From an optimization exercise on the open Yosys and OpenROAD flow, aimed at small area; shortcuts taken in it are not production practice. The RTL was checked by simulation tests, not by an equivalence proof against the original design. The clock input has no modelled driver; a real chip could not lean on it and would need a root buffer or a full tree. Power is estimated from default activity; no workload was simulated.

==> 10-11: inputs <==
==> flow/design.v <==
module onewire_controller (
    input        clk,
    input        rst,
    input        start,
    input        led_on,
    input [55:0] rom_code,
    output reg   busy,
    output wire  done,
    output wire  error,
    input  wire  dq_in,
    output wire  dq_oe
);
    reg [6:0] t;
    reg [6:0] b;
    reg [7:0] crc;
    reg       pres;
    wire wrap   = t[6] & t[3] & ~t[2];                
    wire rph    = b[6] & b[5];                         
    wire window = rph & b[4] & (b[3] | b[2] | (b[1] & b[0]));    
    wire pulse  = rph & ~window;                       
    wire ext    = b[2] & b[1] & b[0] & ((b[5] & b[4] & b[3]) | ~(b[5] | b[4] | b[3]));
    wire [63:0] tbl = {rom_code, 8'h55};
    wire dbit = b[6] ? (b[3] ? led_on : crc[0]) : tbl[b[5:0]];
    wire fb   = (crc[0] ^ dbit) & (b[6] | b[5] | b[4] | b[3]);
    wire [6:0] reload = {ext, ext | rph, ext, ext, ext | rph, ext & ~rph, ext & ~b[6]};
    wire b0      = ~(b[6] | b[5] | b[4] | b[3] | b[2] | b[1] | b[0]);
    wire end_ok  = b[6] & ~b[5] & b[3] & b[2] & b[1] & b[0] & wrap;    
    wire late    = b0 & t[6] & t[5] & t[1];                            
    wire end_err = late & ~t[0] & ~pres;
    wire [6:0] b_next = busy ? b + {6'd0, wrap} : 7'd102;
    always @(posedge clk) begin
        t <= busy ? (wrap ? reload : t + 7'd1) : 7'd35;
        {b[6], b[4:0]} <= {b_next[6], b_next[4:0]};
        if (wrap)    
            crc <= {fb, crc[7:5], crc[4:3] ^ {2{fb}}, crc[2:1]};
        pres <= ~busy | (~pulse & (pres | (~dq_in & window)));
    end
    always @(posedge clk or posedge rst) begin
        if (rst) begin
            busy <= 1'b0;
            b[5] <= 1'b1;
        end else begin
            busy <= busy ? ~(end_ok | end_err) : start;
            b[5] <= b_next[5];
        end
    end
    assign done  = b[6] & ~b[5] & b[4];        
    assign error = late & ~pres;
    wire slot_oe = ~rph & ((t == 7'd0) | (~dbit & ~t[6] & ~(t[5] & t[4] & t[3] & t[2])));
    assign dq_oe = busy & ((pulse & ~pres) | slot_oe);
endmodule
==> flow/flow/run.sh <==
#!/bin/bash
# Standard ORFS layout (standard.sh) with these changes:
#  - synthesis: flow/synth.tcl maps 4:1 multiplexers to mux4 cells and runs an
#    area-oriented ABC script; no adder extraction (ADDER_MAP_FILE empty), so ABC
#    maps the counters' incrementers itself;
#  - ports are buffered by buf_1 instead of clkdlybuf4s50_1;
#  - the clock tree is built from clkbuf_8 only, without dummy loads.
set -euo pipefail
HERE=$(cd "$(dirname "${BASH_SOURCE[0]}")" && pwd)
export FLOW_SYNTH_TCL=$PWD/synth_recipe.tcl
bash standard.sh \
  "SYNTH_SCRIPT=$HERE/synth.tcl" \
  'ADDER_MAP_FILE=' \
  'BUFFER_PORTS_ARGS=-buffer_cell sky130_fd_sc_hd__buf_1' \
  'CTS_ARGS=-sink_clustering_enable -repair_clock_nets -dont_use_dummy_load -buf_list sky130_fd_sc_hd__clkbuf_8 -root_buf sky130_fd_sc_hd__clkbuf_8' \
  finish > make_finish.log 2>&1
==> flow/flow/abc.script <==
strash; dch -f; amap; strash; dch -f; amap
==> flow/flow/mux4map.v <==
module \$_MUX4_ (A, B, C, D, S, T, Y);
input A, B, C, D, S, T; output Y;
sky130_fd_sc_hd__mux4_2 _TECHMAP_REPLACE_ (.A0(A), .A1(B), .A2(C), .A3(D), .S0(S), .S1(T), .X(Y));
endmodule
==> flow/flow/synth.tcl <==
# The standard synthesis (synth_recipe.tcl), with two changes to the
# combinational mapping: 4:1 multiplexers are mapped to mux4 cells before ABC,
# and ABC runs an area-oriented script (abc.script beside this file).
set ::own_dir [file dirname [file normalize [info script]]]
proc abc {args} {
  yosys muxcover -mux4=200 -nopartial -nodecode
  yosys techmap -map $::own_dir/mux4map.v
  set i [lsearch -exact $args -script]
  if { $i >= 0 } { set args [lreplace $args [expr {$i + 1}] [expr {$i + 1}] $::own_dir/abc.script] }
  yosys abc {*}$args
}
source $::env(FLOW_SYNTH_TCL)
==> flow/standard.sh <==
#!/bin/bash
# synth_recipe.tcl (not shown) runs the flow's synth.tcl, then flattens the netlist and writes it again
# the make line also repeats each setting of config.mk as NAME=value (left out here)
make -C /OpenROAD-flow-scripts/flow DESIGN_CONFIG=/design/flow/config.mk WORK_HOME=/design/flow/orfs CLKGATE_MAP_FILE= SYNTH_SCRIPT=/design/flow/synth_recipe.tcl "${@:-finish}"
==> flow/config.mk <==
export PLATFORM = sky130hd
export DESIGN_NAME = onewire_controller
export DESIGN_NICKNAME = onewire_controller
export VERILOG_FILES = /design/flow/design.v
export SDC_FILE = /design/flow/constraint.sdc
export NUM_CORES = 4
export LEC_CHECK = 0
export ABC_AREA = 1
export CAP_MARGIN = 20
export CORE_MARGIN = 2
export CORE_UTILIZATION = 40
export SLEW_MARGIN = 20
==> flow/constraint.sdc <==
create_clock -name core_clock -period 10.0 [get_ports {clk}]
set_input_delay 2.0000 -clock core_clock [delete_from_list [all_inputs] [get_ports {clk}]]
set_output_delay 2.0000 -clock core_clock [all_outputs]
set_load 0.01 [all_outputs]
==> 02-03 (differences from 10-11) <==
--- a/flow/design.v
+++ b/flow/design.v
@@ -5,5 +5,5 @@
     input        led_on,
     input [55:0] rom_code,
-    output reg   busy,
+    output wire  busy,
     output wire  done,
     output wire  error,
@@ -15,4 +15,5 @@
     reg [7:0] crc;
     reg       pres;
+    reg       run;      
     wire wrap   = t[6] & t[3] & ~t[2];                
     wire rph    = b[6] & b[5];                         
@@ -24,7 +25,5 @@
     wire fb   = (crc[0] ^ dbit) & (b[6] | b[5] | b[4] | b[3]);
     wire [6:0] reload = {ext, ext | rph, ext, ext, ext | rph, ext & ~rph, ext & ~b[6]};
-    wire b0      = ~(b[6] | b[5] | b[4] | b[3] | b[2] | b[1] | b[0]);
-    wire end_ok  = b[6] & ~b[5] & b[3] & b[2] & b[1] & b[0] & wrap;    
-    wire late    = b0 & t[6] & t[5] & t[1];                            
+    wire late    = ~b[6] & ~b[5] & ~b[3] & t[6] & t[5] & t[1];
     wire end_err = late & ~t[0] & ~pres;
     wire [6:0] b_next = busy ? b + {6'd0, wrap} : 7'd102;
@@ -38,12 +37,13 @@
     always @(posedge clk or posedge rst) begin
         if (rst) begin
-            busy <= 1'b0;
+            run  <= 1'b0;
             b[5] <= 1'b1;
         end else begin
-            busy <= busy ? ~(end_ok | end_err) : start;
+            run  <= busy ? ~end_err : start;
             b[5] <= b_next[5];
         end
     end
     assign done  = b[6] & ~b[5] & b[4];        
+    assign busy  = run & ~done;
     assign error = late & ~pres;
     wire slot_oe = ~rph & ((t == 7'd0) | (~dbit & ~t[6] & ~(t[5] & t[4] & t[3] & t[2])));
--- a/flow/flow/run.sh
+++ b/flow/flow/run.sh
@@ -5,5 +5,6 @@
 #    maps the counters' incrementers itself;
 #  - ports are buffered by buf_1 instead of clkdlybuf4s50_1;
-#  - the clock tree is built from clkbuf_8 only, without dummy loads.
+#  - CTS uses clkbuf_16 without dummy loads, and flow/post_cts.tcl then leaves
+#    one clkbuf_16 driving all register clock pins.
 set -euo pipefail
 HERE=$(cd "$(dirname "${BASH_SOURCE[0]}")" && pwd)
@@ -13,4 +14,5 @@
   'ADDER_MAP_FILE=' \
   'BUFFER_PORTS_ARGS=-buffer_cell sky130_fd_sc_hd__buf_1' \
-  'CTS_ARGS=-sink_clustering_enable -repair_clock_nets -dont_use_dummy_load -buf_list sky130_fd_sc_hd__clkbuf_8 -root_buf sky130_fd_sc_hd__clkbuf_8' \
+  'CTS_ARGS=-sink_clustering_enable -repair_clock_nets -dont_use_dummy_load -buf_list sky130_fd_sc_hd__clkbuf_16 -root_buf sky130_fd_sc_hd__clkbuf_16' \
+  "POST_CTS_TCL=$HERE/post_cts.tcl" \
   finish > make_finish.log 2>&1
==> flow/flow/post_cts.tcl (new file) <==
# Run after CTS (POST_CTS_TCL): collapse the clock tree that CTS built into its
# root buffer, so one buffer drives every register clock pin, and move that buffer
# to the middle of its sinks.
set block [ord::get_db_block]
set clk_net [$block findNet clk]
set root ""
foreach it [$clk_net getITerms] {
  if { [$it isInputSignal] } { set root [$it getInst] }
}
if { $root ne "" } {
  set root_out [[$root findITerm X] getNet]
  set again 1
  while { $again } {
    set again 0
    foreach it [$root_out getITerms] {
      set inst [$it getInst]
      if { $inst eq $root } { continue }
      if { [string match sky130_fd_sc_hd__clkbuf_* [[$inst getMaster] getName]] } {
        set out [[$inst findITerm X] getNet]
        foreach s [$out getITerms] {
          if { [$s getInst] ne $inst } { $s disconnect; $s connect $root_out }
        }
        odb::dbInst_destroy $inst
        odb::dbNet_destroy $out
        set again 1
        break
      }
    }
  }
  set sx 0; set sy 0; set ns 0
  foreach it [$root_out getITerms] {
    set inst [$it getInst]
    if { $inst eq $root } { continue }
    set loc [$inst getLocation]
    incr sx [lindex $loc 0]; incr sy [lindex $loc 1]; incr ns
  }
  if { $ns > 0 } {
    $root setPlacementStatus PLACED
    $root setLocation [expr {$sx / $ns}] [expr {$sy / $ns}]
    detailed_placement
    check_placement -verbose
  }
  puts "post_cts: $ns sinks on [$root_out getName], driven by [$root getName] ([[$root getMaster] getName])"
  estimate_parasitics -placement
}
--- a/flow/config.mk
+++ b/flow/config.mk
@@ -10,3 +10,4 @@
 export CORE_MARGIN = 2
 export CORE_UTILIZATION = 40
+export GPL_TIMING_DRIVEN = 0
 export SLEW_MARGIN = 20
==> 12-22 (differences from 10-11) <==
==> flow/design.v (replaced) <==
module onewire_controller (
    input        clk,
    input        rst,
    input        start,
    input        led_on,
    input [55:0] rom_code,
    output wire  busy,
    output wire  done,
    output wire  error,
    input  wire  dq_in,
    output wire  dq_oe
);
    reg [6:0] t;
    reg [6:0] b;
    reg [7:0] crc;
    reg       pres;
    reg       run;      
    wire rph    = b[6] & b[5];                         
    wire acc    = rph & ~b[4] & ~b[3] & ~b[1];         
    wire wrap   = (t[6] & t[3] & ~t[2]) | acc;        
    wire window = rph & b[4] & (b[3] | b[2] | (b[1] & b[0]));    
    wire early  = rph & ~window;                       
    wire ext    = b[2] & b[1] & b[0] & ((b[5] & b[4] & b[3]) | ~(b[5] | b[4] | b[3]));
    wire [63:0] tbl = {rom_code, 8'h55};
    wire dbit = b[6] ? (b[3] ? led_on : crc[0]) : tbl[b[5:0]];
    wire fb   = (crc[0] ^ dbit) & (b[6] | b[5] | b[4] | b[3]);
    wire [6:0] reload = {ext, ext | rph, ext, ext, ext | rph, ext & ~rph, ext & ~b[6]};
    wire late    = ~b[6] & ~b[5] & ~b[3] & t[6] & t[5] & t[1];
    wire end_err = late & ~t[0] & ~pres;
    wire [6:0] b_next = busy ? b + {6'd0, wrap} : 7'd101;
    always @(posedge clk) begin
        t <= wrap ? reload : t + 7'd1;
        {b[6], b[4:0]} <= {b_next[6], b_next[4:0]};
        if (wrap)    
            crc <= {fb, crc[7:5], crc[4:3] ^ {2{fb}}, crc[2:1]};
        pres <= ~early & (pres | (~dq_in & window));
    end
    always @(posedge clk or posedge rst) begin
        if (rst) begin
            run  <= 1'b0;
            b[5] <= 1'b1;
        end else begin
            run  <= busy ? ~end_err : start;
            b[5] <= b_next[5];
        end
    end
    assign done  = b[6] & ~b[5] & b[4];        
    assign busy  = run & ~done;
    assign error = late & ~pres;
    wire slot_oe = ~rph & ((t == 7'd0) | (~dbit & ~t[6] & ~(t[5] & t[4] & t[3] & t[2])));
    assign dq_oe = busy & ((early & ~acc) | slot_oe);
endmodule
==> flow/flow/run.sh (replaced) <==
#!/bin/bash
# Standard ORFS layout (standard.sh) with these changes:
#  - synthesis: flow/synth.tcl maps 4:1 multiplexers to mux4 cells and keeps the
#    smallest of the area-oriented ABC mappings flow/abc_*.script; no adder
#    extraction (ADDER_MAP_FILE empty), so ABC maps the counters' incrementers itself;
#  - ports are buffered by buf_1 instead of clkdlybuf4s50_1;
#  - CTS uses clkbuf_8 without dummy loads, and flow/post_cts.tcl then removes
#    the tree's root buffer: the clock port drives the two leaf buffers.
set -euo pipefail
HERE=$(cd "$(dirname "${BASH_SOURCE[0]}")" && pwd)
export FLOW_SYNTH_TCL=$PWD/synth_recipe.tcl
bash standard.sh \
  "SYNTH_SCRIPT=$HERE/synth.tcl" \
  'ADDER_MAP_FILE=' \
  'BUFFER_PORTS_ARGS=-buffer_cell sky130_fd_sc_hd__buf_1' \
  'CTS_ARGS=-sink_clustering_enable -repair_clock_nets -dont_use_dummy_load -buf_list sky130_fd_sc_hd__clkbuf_8 -root_buf sky130_fd_sc_hd__clkbuf_8' \
  "POST_CTS_TCL=$HERE/post_cts.tcl" \
  finish > make_finish.log 2>&1
==> flow/flow/abc_a6.script (new file) <==
strash; &get -n; &dch -f; &nf -a -R 1000; &put
==> flow/flow/abc_d3.script (new file) <==
strash; &get -n; &dch -f; &nf -a -R 1000; &put; strash; &get -n; &dch -f; &nf -a -R 1000; &put; strash; &get -n; &dch -f; &nf -a -R 1000; &put
==> flow/flow/abc_d7.script (new file) <==
strash; &get -n; &dch -f; &nf -a -R 1000; &put; strash; dch -f; amap; strash; &get -n; &dch -f; &nf -a -R 1000; &put
==> flow/flow/abc_e1.script (new file) <==
strash; &get -n; &dc2; &put; strash; &get -n; &dch -f; &nf -a -R 1000; &put; strash; &get -n; &dch -f; &nf -a -R 1000; &put; strash; &get -n; &dch -f; &nf -a -R 1000; &put
==> flow/flow/abc_e3.script (new file) <==
strash; &get -n; &dsdb; &put; strash; &get -n; &dch -f; &nf -a -R 1000; &put; strash; &get -n; &dch -f; &nf -a -R 1000; &put; strash; &get -n; &dch -f; &nf -a -R 1000; &put
==> flow/flow/abc_e4.script (new file) <==
strash; &get -n; &b -a; &put; strash; &get -n; &dch -f; &nf -a -R 1000; &put; strash; &get -n; &dch -f; &nf -a -R 1000; &put; strash; &get -n; &dch -f; &nf -a -R 1000; &put
==> flow/flow/abc_s2.script (new file) <==
strash; &get -n; &dch; &nf -R 1000; &put
==> flow/flow/post_cts.tcl (new file) <==
set block [ord::get_db_block]
set clk_net [$block findNet clk]
set roots {}
foreach it [$clk_net getITerms] {
  if { [$it isInputSignal] } { lappend roots [$it getInst] }
}
if { [llength $roots] == 1 } {
  set root [lindex $roots 0]
  set out [[$root findITerm X] getNet]
  set leaves {}
  foreach it [$out getITerms] {
    if { [$it getInst] ne $root } { lappend leaves $it }
  }
  if { [llength $leaves] <= 4 } {
    foreach it $leaves { $it disconnect; $it connect $clk_net }
    odb::dbInst_destroy $root
    odb::dbNet_destroy $out
    puts "post_cts: removed the clock root buffer; the clock port drives [llength $leaves] pins"
  }
}
estimate_parasitics -placement
==> flow/flow/synth.tcl (replaced) <==
# The standard synthesis (synth_recipe.tcl), with two changes to the
# combinational mapping: 4:1 multiplexers are mapped to mux4 cells before ABC,
# and ABC runs each area-oriented script abc_*.script beside this file; the
# mapping with the smallest area is kept.
set ::own_dir [file dirname [file normalize [info script]]]
proc abc_area_of {args} {
  set f [file join $::env(RESULTS_DIR) abc_try_stat.txt]
  set i [lsearch -exact $args -liberty]
  yosys tee -q -o $f stat -liberty [lindex $args [expr {$i + 1}]]
  set fh [open $f r]; set txt [read $fh]; close $fh
  regexp {Chip area for module[^:]*:\s*([0-9.]+)} $txt -> area
  return $area
}
proc abc {args} {
  yosys muxcover -mux4=200 -nopartial -nodecode
  yosys techmap -map $::own_dir/mux4map.v
  set i [lsearch -exact $args -script]
  set best ""
  set best_area 1e18
  yosys design -save own_pre_abc
  foreach s [lsort [glob -directory $::own_dir abc_*.script]] {
    yosys design -load own_pre_abc
    yosys abc {*}[lreplace $args [expr {$i + 1}] [expr {$i + 1}] $s]
    set a [abc_area_of {*}$args]
    puts "own abc: $s area $a"
    if { $a < $best_area } { set best_area $a; set best $s }
  }
  yosys design -load own_pre_abc
  puts "own abc: using $best"
  yosys abc {*}[lreplace $args [expr {$i + 1}] [expr {$i + 1}] $best]
}
source $::env(FLOW_SYNTH_TCL)
--- a/flow/config.mk
+++ b/flow/config.mk
@@ -7,6 +7,7 @@
 export LEC_CHECK = 0
 export ABC_AREA = 1
-export CAP_MARGIN = 20
+export CAP_MARGIN = 0
 export CORE_MARGIN = 2
 export CORE_UTILIZATION = 40
-export SLEW_MARGIN = 20
+export GPL_TIMING_DRIVEN = 0
+export SLEW_MARGIN = 0
removed: flow/flow/abc.script
==> summary of the runs <==
- Design area, lowest first: 12-22, 02-03, 10-11.
- Cell count, highest first: 10-11, 02-03, 12-22.
- First-iteration DRC count: 02-03 > 10-11 > 12-22.
- Via count, lowest first: 12-22, 02-03, 10-11.
- Sequential power: 12-22 > 10-11 > 02-03.
- In flip-flop and latch count, 12-22 and 10-11 do not differ.

## re-timing with driven ports
In the flow no input, the clock included, has a driving cell. The finished layouts below were timed again as built, in two steps.
Step 1: set_driving_cell puts a clkbuf_16 on clk and a buf_2 on each other input, an assumption about the parent block.
Step 2 also shifts input and output timing later by t, the mid clock arrival at the registers, as if the neighbouring blocks saw the same clock.
Three values: ideal ports, drivers, drivers and shift; two values: the first two.
| run | shift t [ns] | setup slack, ns | latest minus earliest clock arrival (ns) |
|---|---|---|---|
| 10-11 | 0.280 | 3.392 / 3.372 / 3.372 | 0.010 / 0.010 |
| 02-03 | 0.177 | 3.492 / 3.469 / 3.469 | 0.003 / 0.002 |
| 12-22 | 0.169 | 3.299 / 3.278 / 3.278 | 0.009 / 0.008 |
After both steps every run listed still meets setup and hold. For 02-03, which loses most, drivers alone change the setup slack by -0.023 ns; drivers and shift together by -0.023 ns.
